Background: an optimization exercise with open tools, aiming at small area, a short achievable clock period and few clock cycles per item. Do not read the settings as production practice. At most, simulation tests tie the RTL to the original design; equivalence was not proved. No activity file was given, so power comes from the tool's default toggle rates.

v6:
// rsdp_tag
module rsdp_tag (
   input          clk,
   input          rst,
   input          start,
   input          csel,
   input          ssel,
   input  [237:0] b,
   input  [237:0] a,
   input  [135:0] y,
   input  [135:0] x,
   input  [6:0]   e,
   output         ready,
   output         done,
   output [6:0]   u
);
For scale: roughly 2400 cells after synthesis, about 770 I/O pins, about 27000 µm² of cells after synthesis.
export LEC_CHECK = 0
export CAP_MARGIN = 20
export CORE_MARGIN = 2
export CORE_UTILIZATION = 35
export SETUP_SLACK_MARGIN = 5
export SLEW_MARGIN = 20
create_clock -name core_clock -period 8.0 [get_ports {clk}]
standard.sh (not shown) runs the stock make flow with config.mk's settings and CLKGATE_MAP_FILE= SYNTH_SCRIPT=/design/flow/synth_recipe.tcl, a recipe that flattens the netlist after the stock synthesis.
==> flow/flow/run.sh <==
#!/bin/bash
# Standard ORFS layout (the standard.sh, unchanged synthesis), with the
# port buffers that global placement inserts made from buf_1 cells instead of
# the default delay buffers. Every input and output port still gets a buffer.
set -euo pipefail
export BUFFER_PORTS_ARGS="-buffer_cell sky130_fd_sc_hd__buf_1"
bash standard.sh > orfs_make.log 2>&1
Setup changes, v6 to v7
# v6
export LEC_CHECK = 0
export CAP_MARGIN = 20
export CORE_MARGIN = 2
export CORE_UTILIZATION = 35
export SETUP_SLACK_MARGIN = 5
export SLEW_MARGIN = 20
create_clock -name core_clock -period 8.0 [get_ports {clk}]
# v7
export LEC_CHECK = 0
export CAP_MARGIN = 20
export CORE_MARGIN = 2
export CORE_UTILIZATION = 35
export SETUP_SLACK_MARGIN = 4.5
export SLEW_MARGIN = 20
create_clock -name core_clock -period 8.0 [get_ports {clk}]
Results
[compare] base=v6 new=v7: number of design-rule violations left by the first detailed-router iteration went down 142; total routed wirelength went down about 3.5%; total power of the final layout went down about 17%.
v7: final area is about 3.4% lower than what v6 reported.
v7: PASS, flow complete, no timing, DRC or antenna violations
Higher sum of met2 wire segment lengths after detailed routing was reported by v6, not v7.
v7: setup slack on the worst flop-to-flop path lower than v6
Against v6, count of plain and timing-repair buffers in the layout in v7 fell by a few percent.
Compared with v6, in v7 critical path depth lower; number of vias after detailed routing now smaller.
Looking only at clock period minus worst slack, and setting everything else aside, the lower value of v7 and v6 goes to v6.
A library cell contributing the largest single delay on the critical path of sky130_fd_sc_hd__mux2i_4 is what v7 shows, while sky130_fd_sc_hd__fa_1 belongs to v6.
Setup slack: v7 and v6 compared, lower one is v7
No functional check of the RTL was part of any run of this note.

rsdp_tag, a different RTL version from the one above (not shown whole).
Size in the first run: roughly 290 flip-flops, ~770 I/O pins, ~0.020 mm^2 of cells after synthesis.
Settings: LEC_CHECK=0, CAP_MARGIN=20, CORE_MARGIN=2, CORE_UTILIZATION=35, SETUP_SLACK_MARGIN=5, SLEW_MARGIN=20, SYNTH_HIERARCHICAL=1, SYNTH_MINIMUM_KEEP_SIZE=0; clock period 8.0 ns.
==> flow/flow/run.sh <==
#!/bin/bash
# Standard ORFS layout (the standard.sh, unchanged synthesis), except:
# - the port buffers that global placement inserts are buf_1 cells instead of
#   the default delay buffers (every input and output port still gets one);
# - clock tree synthesis uses clkbuf_8 leaf buffers, clusters of up to 16
#   sinks and no dummy loads, which makes a smaller clock tree.
set -euo pipefail
export BUFFER_PORTS_ARGS="-buffer_cell sky130_fd_sc_hd__buf_1"
export CTS_ARGS="-sink_clustering_enable -repair_clock_nets -dont_use_dummy_load -buf_list {sky130_fd_sc_hd__clkbuf_8} -sink_clustering_size 16 -sink_clustering_max_diameter 100"
bash standard.sh > orfs_make.log 2>&1
Rerun with:
--- a/flow/config.mk
+++ b/flow/config.mk
@@ -10,3 +10,4 @@
 export CORE_UTILIZATION = 35
-export SETUP_SLACK_MARGIN = 5
+export GPL_ROUTABILITY_DRIVEN = 0
+export SETUP_SLACK_MARGIN = 4.7
 export SLEW_MARGIN = 20
=> The changed run finished with timing, DRC and antenna clean; sequential cell count is unchanged; die area stays the same; non-clock buffer count came out lower by 34; power fell by 12%; setup slack gets worse by 0.30 ns.
Rerun with:
--- a/flow/config.mk
+++ b/flow/config.mk
@@ -10,3 +10,2 @@
 export CORE_UTILIZATION = 35
-export GPL_ROUTABILITY_DRIVEN = 0
 export SETUP_SLACK_MARGIN = 4.7
Result:
- via count falls by 1.2%
- power falls by 2.3%
- hold slack stays flat
- wire length falls by 2.0%
- die area is unchanged
- sequential power barely changes
- first-iteration DRC count falls by 8.1%
- cell count hardly moves
- worst setup slack improved by 0.015 ns
No run of this note included a check of the RTL's function; only the layout flow was run.

Another version of the RTL of rsdp_tag (not shown whole).
For scale: roughly 300 flip-flops, roughly 0.021 mm² of cells after synthesis.
Design rsdp_tag, start of the top module:
module rsdp_tag (
   input          clk,
   input          rst,
   input          start,
   input          csel,
   input          ssel,
   input  [237:0] b,
   input  [237:0] a,
   input  [135:0] y,
   input  [135:0] x,
   input  [6:0]   e,
   output         ready,
   output         done,
   output [6:0]   u
);
clock: 8.0 ns
lec_check: 0
cap_margin: 20
core_margin: 2
core_utilization: 35
gpl_routability_driven: 0
setup_slack_margin: 4.85
slew_margin: 20
synth_hierarchical: 1
synth_minimum_keep_size: 0
Scripts as last shown in full above: flow/flow/run.sh
The baseline passed the timing, DRC and antenna checks.
Testbench counts at the start, summed over its fixed seeds: cycles 536, tags 512.
Rerun with:
- SETUP_SLACK_MARGIN: 4.85 -> 5
Die area does not change.
Final cell count came out higher slightly.
Area after synthesis stays the same.
First-iteration DRC count barely changes.
Final area increases by a few percent.
Global-route usage is higher by 0.48 points.
Rerun with:
- CAP_MARGIN: 20 -> 0
- GPL_ROUTABILITY_DRIVEN: 0 -> unset
- SETUP_SLACK_MARGIN: 5 -> 4.7
- SLEW_MARGIN: 20 -> 0
What happened:
- total power went down by 11%
- area after synthesis stays the same
- routed wire length went down by 0.80%
- worst hold slack is better by 5.8 ps

rsdp_tag, a different RTL version from the one above (not shown whole).
Size in the first run: ~300 flip-flops, roughly 770 I/O pins.
Settings: LEC_CHECK=0, CAP_MARGIN=20, CORE_MARGIN=2, CORE_UTILIZATION=35, SETUP_SLACK_MARGIN=5, SLEW_MARGIN=20, SYNTH_HIERARCHICAL=1, SYNTH_MINIMUM_KEEP_SIZE=0; clock period 8.0 ns.
==> flow/flow/run.sh <==
#!/bin/bash
# Standard ORFS layout (the standard.sh, unchanged synthesis), except:
# - the port buffers that global placement inserts are buf_1 cells instead of
#   the default delay buffers (every input and output port still gets one);
# - clock tree synthesis uses clkbuf_8 leaf buffers, clusters of up to 24
#   sinks and no dummy loads, which makes a smaller clock tree.
set -euo pipefail
export BUFFER_PORTS_ARGS="-buffer_cell sky130_fd_sc_hd__buf_1"
export CTS_ARGS="-sink_clustering_enable -repair_clock_nets -dont_use_dummy_load -buf_list {sky130_fd_sc_hd__clkbuf_8} -sink_clustering_size 24 -sink_clustering_max_diameter 50"
bash standard.sh > orfs_make.log 2>&1
Testbench counts at the start, summed over its fixed seeds: cycles 536, tags 512.
Then changed:
==> flow/flow/run.sh (replaced) <==
#!/bin/bash
# Standard ORFS layout (the standard.sh, unchanged synthesis), with the
# port buffers that global placement inserts made from buf_1 cells instead of
# the default delay buffers. Every input and output port still gets a buffer.
set -euo pipefail
export BUFFER_PORTS_ARGS="-buffer_cell sky130_fd_sc_hd__buf_1"
bash standard.sh > orfs_make.log 2>&1
Settings changed: CTS_BUF_LIST from default to sky130_fd_sc_hd__clkbuf_8 sky130_fd_sc_hd__clkbuf_16, CTS_CLUSTER_DIAMETER from default to 60, CTS_CLUSTER_SIZE from default to 20.
After rerunning: The changed run finished clean. Final cell count rose by 0.59%. Total power rose by 7.6%. Hold slack gets better by 0.0042 ns. Final area rose by 2.2%. Count of clock-buffer cells in the layout fell by 7. Fmax fell by 0.99%. Area after synthesis is unchanged. Routed wire length hardly moves. Die area is unchanged. Non-clock buffer count rose by 4.
Then changed:
==> flow/flow/run.sh (replaced) <==
#!/bin/bash
# Standard ORFS layout (the standard.sh, unchanged synthesis), except:
# - the port buffers that global placement inserts are buf_1 cells instead of
#   the default delay buffers (every input and output port still gets one);
# - clock tree synthesis uses clkbuf_8 leaf buffers, clusters of up to 16
#   sinks and no dummy loads, which makes a smaller clock tree.
set -euo pipefail
export SETUP_SLACK_MARGIN=5.4
export BUFFER_PORTS_ARGS="-buffer_cell sky130_fd_sc_hd__buf_1"
export CTS_ARGS="-sink_clustering_enable -repair_clock_nets -dont_use_dummy_load -buf_list {sky130_fd_sc_hd__clkbuf_8} -sink_clustering_size 16 -sink_clustering_max_diameter 100"
bash standard.sh > orfs_make.log 2>&1
Settings changed: CTS_BUF_LIST sky130_fd_sc_hd__clkbuf_8 sky130_fd_sc_hd__clkbuf_16 to default, CTS_CLUSTER_DIAMETER 60 to default, CTS_CLUSTER_SIZE 20 to default, SETUP_SLACK_MARGIN 5 to default.
Result:
- The changed run finished clean
- worst hold slack gains 0.0066 ns
- fmax rose by 0.56%
- synthesized area is unchanged
- cell count increases by 1.9%
- flip-flop and latch count stays the same
Then changed:
--- a/flow/flow/run.sh
+++ b/flow/flow/run.sh
@@ -6,5 +6,4 @@
 #   sinks and no dummy loads, which makes a smaller clock tree.
 set -euo pipefail
-export SETUP_SLACK_MARGIN=5.4
 export BUFFER_PORTS_ARGS="-buffer_cell sky130_fd_sc_hd__buf_1"
 export CTS_ARGS="-sink_clustering_enable -repair_clock_nets -dont_use_dummy_load -buf_list {sky130_fd_sc_hd__clkbuf_8} -sink_clustering_size 16 -sink_clustering_max_diameter 100"
Settings changed: CORE_AREA from default to 2 2 378 148, CORE_MARGIN 2 to default, CORE_UTILIZATION 35 to default, DIE_AREA from default to 0 0 380 150, SETUP_SLACK_MARGIN from default to 5.
First-iteration DRC count fell by 25%; hold slack barely changes; worst setup slack got worse by 0.032 ns; utilization rose by 1.7 points.
Then changed:
Settings changed: CORE_AREA 2 2 378 148 to default, CORE_MARGIN from default to 2, CORE_UTILIZATION from default to 35, DIE_AREA 0 0 380 150 to default.
The new run finished clean; global-route usage came out lower by 1.8 points; setup slack gains 0.069 ns; die area came out higher by a quarter to a third; cell area came out higher slightly.
Then changed:
==> flow/flow/run.sh (replaced) <==
#!/bin/bash
# Standard ORFS layout (the standard.sh, unchanged synthesis), except:
# - the port buffers that global placement inserts are buf_1 cells instead of
#   the default delay buffers (every input and output port still gets one);
# - clock tree synthesis uses clkbuf_8 leaf buffers, clusters of up to 20
#   sinks and no dummy loads, which makes a smaller clock tree.
set -euo pipefail
export BUFFER_PORTS_ARGS="-buffer_cell sky130_fd_sc_hd__buf_1"
export CTS_ARGS="-sink_clustering_enable -repair_clock_nets -dont_use_dummy_load -buf_list {sky130_fd_sc_hd__clkbuf_8 sky130_fd_sc_hd__clkbuf_16} -sink_clustering_size 20 -sink_clustering_max_diameter 60"
bash standard.sh > orfs_make.log 2>&1
After rerunning:
- The new run went through all stages and came out clean
- maximum frequency came out lower slightly
- utilization climbs by 0.95 points
- setup slack loses 0.030 ns
- worst hold slack loses 0.014 ns
- final cell count climbs slightly

[re-timing with driven ports]
In the flow no input, the clock included, has a driving cell. The finished layouts below were timed again as built, in two steps.
Step 1, drivers: a clkbuf_16 drives clk and a buf_2 each remaining input, both assumed.
Step 2 adds t to the input delays and takes it off the output delays; t is the mean of the earliest and latest rising clock arrival at the registers after step 1. Input paths then give back, and output paths get back, about the clock's delay inside the block.
Three values: no drivers, after step 1, after step 2; two values: the first two.
run | shift t [ns] | setup slack, ns | worst setup path at the end
v6 | 0.603 | 4.764 / 4.764 / 4.268 | input to register
v7 | 0.592 | 4.512 / 4.546 / 3.954 | input to register
the first run of note 2 | 0.623 | 4.903 / 4.780 / 4.157 | input to register
the second run of note 2 | 0.629 | 4.606 / 4.628 / 3.999 | input to register
the third run of note 2 | 0.619 | 4.621 / 4.650 / 4.031 | input to register
the first run of note 3 | 0.639 | 4.848 / 4.852 / 4.213 | input to register
the second run of note 3 | 0.637 | 4.911 / 4.903 / 4.267 | input to register
the third run of note 3 | 0.623 | 4.751 / 4.786 / 4.163 | input to register
the first run of note 4 | 0.623 | 4.887 / 4.887 / 4.394 | input to register
the second run of note 4 | 0.591 | 4.855 / 4.855 / 4.393 | input to register
the third run of note 4 | 0.645 | 4.873 / 4.873 / 4.360 | input to register
the fourth run of note 4 | 0.656 | 4.841 / 4.841 / 4.399 | input to register
the fifth run of note 4 | 0.640 | 4.910 / 4.910 / 4.359 | input to register
the sixth run of note 4 | 0.573 | 4.880 / 4.880 / 4.451 | input to register
After both steps every run listed still meets setup and hold. For the first run of note 2, which loses most, drivers alone change the setup slack by -0.123 ns; drivers and shift together by -0.746 ns.
